Source: an optimization exercise on an open RTL-to-GDS flow (aim: small area, a short achievable clock period and few clock cycles per item). Production flows keep margins and buffers that such runs may drop.
Where RTL was checked, it was by simulation tests only, not by an equivalence proof against the original.
Power and IR drop assume default switching activity.

Design Neuron, start of the top module:
module Neuron (
 input clk,
 input GlobalReset,             
 input Input_Valid,             
 input [11:0] Bias,             
 output Idle,
 input [335:0] Row_Wgt,         
 input [27:0] Row_Pix,          
 output Row_Ready,              
 output [18:0] NeuronOutput,
 output OutputReady);
reg busy;
reg take_r;
reg [5:0] cyc;       
reg o_OutputReady;
wire start = Input_Valid & ~busy;
wire take = start | take_r;
assign Idle = ~busy;
assign Row_Ready = take;
assign OutputReady = o_OutputReady;
reg [1:0] vld_r;    
always @(posedge clk or negedge GlobalReset) begin
  if (!GlobalReset) begin
    busy <= 1'b0;
    take_r <= 1'b0;
    cyc <= 6'd0;
    o_OutputReady <= 1'b0;
    vld_r <= 0;
  end else begin
    vld_r <= {vld_r[0:0], take};
    if (start) begin
      busy <= 1'b1;
      take_r <= 1'b1;
      cyc <= 6'd1;
      o_OutputReady <= 1'b0;
    end else if (busy) begin
      cyc <= cyc + 6'd1;
      if (cyc == 6'd27)
        take_r <= 1'b0;
      if (cyc == 6'd30) begin
        busy <= 1'b0;
        o_OutputReady <= 1'b1;
      end
    end
  end
end
wire [11:0] pp [0:27];
genvar g;
generate
for (g = 0; g < 28; g = g + 1) begin : PP
  assign pp[g] = ~(Row_Wgt[12*g +: 12] & {12{Row_Pix[g]}});
end
endgenerate
wire s0l0_fs0;
wire s0l0_fc0;
wire s0l0_fs1;
wire s0l0_fc1;
wire s0l0_fs2;
wire s0l0_fc2;
wire s0l0_fs3;
wire s0l0_fc3;
wire s0l0_fs4;
wire s0l0_fc4;
wire s0l0_fs5;
wire s0l0_fc5;
wire s0l0_fs6;
wire s0l0_fc6;
wire s0l0_fs7;
wire s0l0_fc7;
wire s0l0_fs8;
wire s0l0_fc8;
wire s0l0_fs9;
wire s0l0_fc9;
wire s0l0_fs10;
wire s0l0_fc10;
wire s0l0_fs11;
wire s0l0_fc11;
wire s0l0_fs12;
wire s0l0_fc12;
  ...
clock: 4.0 ns
lec_check: 0
cap_margin: 20
core_margin: 2
core_utilization: 40
place_density: 0.6
setup_slack_margin: 1.6
slew_margin: 20
synth_hierarchical: 1
synth_minimum_keep_size: 0
standard.sh (not shown) runs the stock make flow with config.mk's settings and CLKGATE_MAP_FILE= SYNTH_SCRIPT=/design/flow/synth_recipe.tcl, a recipe that flattens the netlist after the stock synthesis.
==> flow/flow/run.sh <==
#!/bin/bash
# The standard layout (the standard.sh: standard synthesis, then ORFS to
# finish), with the ports buffered by sky130_fd_sc_hd__buf_1 cells instead of
# the delay buffers buffer_ports picks by default. Make's output goes to
# flow.log; each ORFS step keeps its own log under orfs/logs/.
set -euo pipefail
bash standard.sh "BUFFER_PORTS_ARGS=-buffer_cell sky130_fd_sc_hd__buf_1" finish > flow.log 2>&1
Next try:
--- a/flow/config.mk
+++ b/flow/config.mk
@@ -10,0 +11,3 @@
+export CTS_BUF_LIST = sky130_fd_sc_hd__clkbuf_8
+export CTS_CLUSTER_DIAMETER = 60
+export CTS_CLUSTER_SIZE = 16
What happened: First-iteration DRC count fell by 28%; final area drops by about 4%; setup slack hardly moves; clock power is lower by 37%; sequential power is about the same.
Next try:
--- a/flow/config.mk
+++ b/flow/config.mk
@@ -11,3 +11,2 @@
-export CTS_BUF_LIST = sky130_fd_sc_hd__clkbuf_8
-export CTS_CLUSTER_DIAMETER = 60
-export CTS_CLUSTER_SIZE = 16
+export CTS_CLUSTER_DIAMETER = 100
+export CTS_CLUSTER_SIZE = 30
Effect:
- The new run finished with timing, DRC and antenna clean
- setup slack improves by 3.2 ps
- worst hold slack improves by 38 ps
- power came out higher by about 1.5%
- wire length came out higher by about 5.4%
- final cell count came out higher by about 0.64%
Next try:
--- a/flow/config.mk
+++ b/flow/config.mk
@@ -11,2 +11,3 @@
-export CTS_CLUSTER_DIAMETER = 100
-export CTS_CLUSTER_SIZE = 30
+export CTS_BUF_LIST = sky130_fd_sc_hd__clkbuf_4
+export CTS_CLUSTER_DIAMETER = 40
+export CTS_CLUSTER_SIZE = 10
Effect: Synthesized cell count is unchanged; setup slack is about the same; core utilization is lower by 1.3 points; maximum frequency stays flat; hold slack degrades by 130 ps; clock power increases by about 37%; final area is lower by 2.6%; die area does not change; non-clock buffer count is lower by 30; synthesized area is unchanged.
Function was not checked in any run of this note: the RTL went through the layout flow alone.

========
== job 7967 ==
Neuron, a different RTL version from the one above (not shown whole).
Size: about 1300 cells after synthesis, roughly 400 I/O pins, roughly 0.014 mm2 of cells after synthesis.
==> flow/config.mk <==
export PLATFORM = sky130hd
export DESIGN_NAME = Neuron
export DESIGN_NICKNAME = Neuron
export VERILOG_FILES = /design/flow/design.v
export SDC_FILE = /design/flow/constraint.sdc
export NUM_CORES = 4
export LEC_CHECK = 0
export ABC_AREA = 1
export CAP_MARGIN = 20
export CORE_MARGIN = 2
export CORE_UTILIZATION = 55
export CTS_BUF_LIST = sky130_fd_sc_hd__clkbuf_8
export CTS_CLUSTER_DIAMETER = 60
export CTS_CLUSTER_SIZE = 16
export PLACE_DENSITY = 0.75
export SETUP_SLACK_MARGIN = 1.6
export SLEW_MARGIN = 20
export SYNTH_HIERARCHICAL = 1
export SYNTH_MINIMUM_KEEP_SIZE = 0
==> flow/constraint.sdc <==
create_clock -name core_clock -period 4.0 [get_ports {clk}]
set_input_delay 0.8000 -clock core_clock [delete_from_list [all_inputs] [get_ports {clk}]]
set_output_delay 0.8000 -clock core_clock [all_outputs]
set_load 0.01 [all_outputs]
Scripts as last shown in full above: flow/flow/run.sh
Testbench counts of job 7967, summed over its fixed seeds: cycles 5,960, items 192.
Inputs modified between job 7967 and job 2698:
# job 7967
export LEC_CHECK = 0
export ABC_AREA = 1
export CAP_MARGIN = 20
export CORE_MARGIN = 2
export CORE_UTILIZATION = 55
export CTS_BUF_LIST = sky130_fd_sc_hd__clkbuf_8
export CTS_CLUSTER_DIAMETER = 60
export CTS_CLUSTER_SIZE = 16
export PLACE_DENSITY = 0.75
export SETUP_SLACK_MARGIN = 1.6
export SLEW_MARGIN = 20
export SYNTH_HIERARCHICAL = 1
export SYNTH_MINIMUM_KEEP_SIZE = 0
create_clock -name core_clock -period 4.0 [get_ports {clk}]
# job 2698
export LEC_CHECK = 0
export CAP_MARGIN = 20
export CORE_MARGIN = 2
export CORE_UTILIZATION = 55
export CTS_BUF_LIST = sky130_fd_sc_hd__clkbuf_8
export CTS_CLUSTER_DIAMETER = 60
export CTS_CLUSTER_SIZE = 16
export PLACE_DENSITY = 0.75
export SETUP_SLACK_MARGIN = 1.6
export SLEW_MARGIN = 20
export SYNTH_HIERARCHICAL = 1
export SYNTH_MINIMUM_KEEP_SIZE = 0
create_clock -name core_clock -period 4.0 [get_ports {clk}]
## What came out
Lower largest voltage drop on the vdd net was reported by job 7967, not job 2698. In the reports for job 2698 and job 7967, the smaller power per unit of standard cell area belongs to job 7967. The higher part of the total power dissipated in the clock network of job 2698 and job 7967 is in job 2698.
Input-level comparison between job 9001 and job 2698:
# job 2698
export LEC_CHECK = 0
export CAP_MARGIN = 20
export CORE_MARGIN = 2
export CORE_UTILIZATION = 55
export CTS_BUF_LIST = sky130_fd_sc_hd__clkbuf_8
export CTS_CLUSTER_DIAMETER = 60
export CTS_CLUSTER_SIZE = 16
export PLACE_DENSITY = 0.75
export SETUP_SLACK_MARGIN = 1.6
export SLEW_MARGIN = 20
export SYNTH_HIERARCHICAL = 1
export SYNTH_MINIMUM_KEEP_SIZE = 0
create_clock -name core_clock -period 4.0 [get_ports {clk}]
# job 9001
export LEC_CHECK = 0
export CAP_MARGIN = 20
export CORE_MARGIN = 2
export CORE_UTILIZATION = 55
export CTS_BUF_LIST = sky130_fd_sc_hd__clkbuf_8
export CTS_CLUSTER_DIAMETER = 60
export CTS_CLUSTER_SIZE = 16
export HOLD_SLACK_MARGIN = 0
export PLACE_DENSITY = 0.75
export SETUP_SLACK_MARGIN = 1.6
export SLEW_MARGIN = 20
export SYNTH_HIERARCHICAL = 1
export SYNTH_MINIMUM_KEEP_SIZE = 0
export TNS_END_PERCENT = 100
create_clock -name core_clock -period 4.0 [get_ports {clk}]
--- outcome ---
Reported for job 9001 and job 2698, overall routed net length turned out identical to the last digit.
Job 9001 against job 2698: utilization flat; slew of the pin with the lowest slew margin has remained practically unchanged; number of buffers added for setup after CTS flat.
Summed area of non-filler cells in the final layout: job 2698 vs job 9001 identical
What job 5403 does differently from job 9001 at the input level:
# job 9001
export LEC_CHECK = 0
export CAP_MARGIN = 20
export CORE_MARGIN = 2
export CORE_UTILIZATION = 55
export CTS_BUF_LIST = sky130_fd_sc_hd__clkbuf_8
export CTS_CLUSTER_DIAMETER = 60
export CTS_CLUSTER_SIZE = 16
export HOLD_SLACK_MARGIN = 0
export PLACE_DENSITY = 0.75
export SETUP_SLACK_MARGIN = 1.6
export SLEW_MARGIN = 20
export SYNTH_HIERARCHICAL = 1
export SYNTH_MINIMUM_KEEP_SIZE = 0
export TNS_END_PERCENT = 100
create_clock -name core_clock -period 4.0 [get_ports {clk}]
# job 5403
export LEC_CHECK = 0
export CAP_MARGIN = 5
export CORE_MARGIN = 2
export CORE_UTILIZATION = 55
export CTS_BUF_LIST = sky130_fd_sc_hd__clkbuf_8
export CTS_CLUSTER_DIAMETER = 60
export CTS_CLUSTER_SIZE = 16
export PLACE_DENSITY = 0.75
export SETUP_SLACK_MARGIN = 1.6
export SLEW_MARGIN = 5
export SYNTH_HIERARCHICAL = 1
export SYNTH_MINIMUM_KEEP_SIZE = 0
create_clock -name core_clock -period 4.0 [get_ports {clk}]
### Flow results
Taking job 9001 as the reference, in job 5403 mean instance size in the synthesized netlist was more or less identical, sequential fraction of total cell area was more or less identical, final wirelength was more or less identical, die area was more or less identical, remaining global-route overflow was more or less identical.
As far as final worst-path setup slack goes, job 5403 and job 9001 are indistinguishable; the numbers are identical.

========
## birch
RTL: one of the versions met above, not the one the previous note started from.
Size: about 1,100 cells after synthesis, ~14,000 µm² of cells after synthesis.
clock: 4.0 ns
lec_check: 0
cap_margin: 20
core_margin: 2
core_utilization: 40
cts_buf_list: sky130_fd_sc_hd__clkbuf_8
cts_cluster_diameter: 60
cts_cluster_size: 16
place_density: 0.6
setup_slack_margin: 1.9
slew_margin: 20
synth_hierarchical: 1
synth_minimum_keep_size: 0
Scripts as last shown in full above: flow/flow/run.sh
birch closes out successfully: all stages finished, all timing, DRC and antenna checks passed.
### birch -> maple
# birch
export LEC_CHECK = 0
export CAP_MARGIN = 20
export CORE_MARGIN = 2
export CORE_UTILIZATION = 40
export CTS_BUF_LIST = sky130_fd_sc_hd__clkbuf_8
export CTS_CLUSTER_DIAMETER = 60
export CTS_CLUSTER_SIZE = 16
export PLACE_DENSITY = 0.6
export SETUP_SLACK_MARGIN = 1.9
export SLEW_MARGIN = 20
export SYNTH_HIERARCHICAL = 1
export SYNTH_MINIMUM_KEEP_SIZE = 0
create_clock -name core_clock -period 4.0 [get_ports {clk}]
# maple
export LEC_CHECK = 0
export CAP_MARGIN = 20
export CORE_MARGIN = 2
export CORE_UTILIZATION = 40
export PLACE_DENSITY = 0.6
export SETUP_SLACK_MARGIN = 1.3
export SLEW_MARGIN = 20
export SYNTH_HIERARCHICAL = 1
export SYNTH_MINIMUM_KEEP_SIZE = 0
create_clock -name core_clock -period 4.0 [get_ports {clk}]
--- outcome ---
- Cell area reported after detailed placement: birch and maple compared, higher one is birch
- Placement-stage worst setup slack: birch and maple compared, higher one is birch
- When maple is set beside birch, its global-route usage turns out to be 3.7 points smaller.
- Worst setup slack ended up 0.35 ns lower on maple than on birch.
- maple against birch: number of antenna violations at the first check in global routing increased 5; clock network fraction of design power now sits higher.
- maple reports its end point of the critical path as p0_10_7 while birch reports p0_3_7.
- Non-clock buffer count, maple vs birch: down by more than 10%
- In maple relative to birch, global placer's final weighted congestion had gone down by a few percent.
- Overall power (lower): maple
No run of this note included a check of the RTL's function; only the layout flow was run.

## what the ideal ports hide
How much do the figures lean on ideal ports? The routed layouts below were timed once more, with nothing changed but the port constraints.
Step 1 (the two cells are an assumption about what drives the block):
set clk [get_ports {clk}]
set_driving_cell -lib_cell sky130_fd_sc_hd__clkbuf_16 $clk
set_driving_cell -lib_cell sky130_fd_sc_hd__buf_2 [delete_from_list [all_inputs] $clk]
Step 2, shift: input delay + t, output delay - t, t = (earliest + latest rising clock arrival at the registers) / 2. This alone moves slack from input paths to output paths.
Three values: ideal ports, drivers, drivers and shift; two values: the first two.
| run | shift t [ns] | slack for setup (ns) | hold slack, ns | pins driven straight from the clock port |
|---|---|---|---|---|
| the first run of note 1 | 0.543 | 1.568 / 1.578 / 1.035 | 0.285 / 0.262 / 0.323 | 1 |
| the second run of note 1 | 0.555 | 1.570 / 1.592 / 1.036 | 0.258 / 0.239 / 0.335 | 1 |
| the third run of note 1 | 0.510 | 1.574 / 1.596 / 1.086 | 0.296 / 0.270 / 0.340 | 1 |
| the fourth run of note 1 | 0.633 | 1.574 / 1.588 / 0.955 | 0.165 / 0.148 / 0.332 | 1 |
| job 7967 | 0.555 | 1.581 / 1.585 / 1.044 | 0.253 / 0.233 / 0.414 | 1 |
| job 2698 | 0.536 | 1.590 / 1.605 / 1.069 | 0.251 / 0.238 / 0.410 | 1 |
| job 9001 | 0.536 | 1.590 / 1.605 / 1.069 | 0.251 / 0.238 / 0.410 | 1 |
| job 5403 | 0.536 | 1.590 / 1.605 / 1.069 | 0.251 / 0.238 / 0.410 | 1 |
| birch | 0.568 | 1.718 / 1.702 / 1.134 | 0.241 / 0.221 / 0.334 | 1 |
| maple | 0.550 | 1.369 / 1.388 / 0.837 | 0.262 / 0.238 / 0.325 | 1 |
After both steps every run listed still meets setup and hold. The setup slack of the fourth run of note 1, which loses most, moves by +0.014 ns with the drivers and by -0.619 ns with both steps.
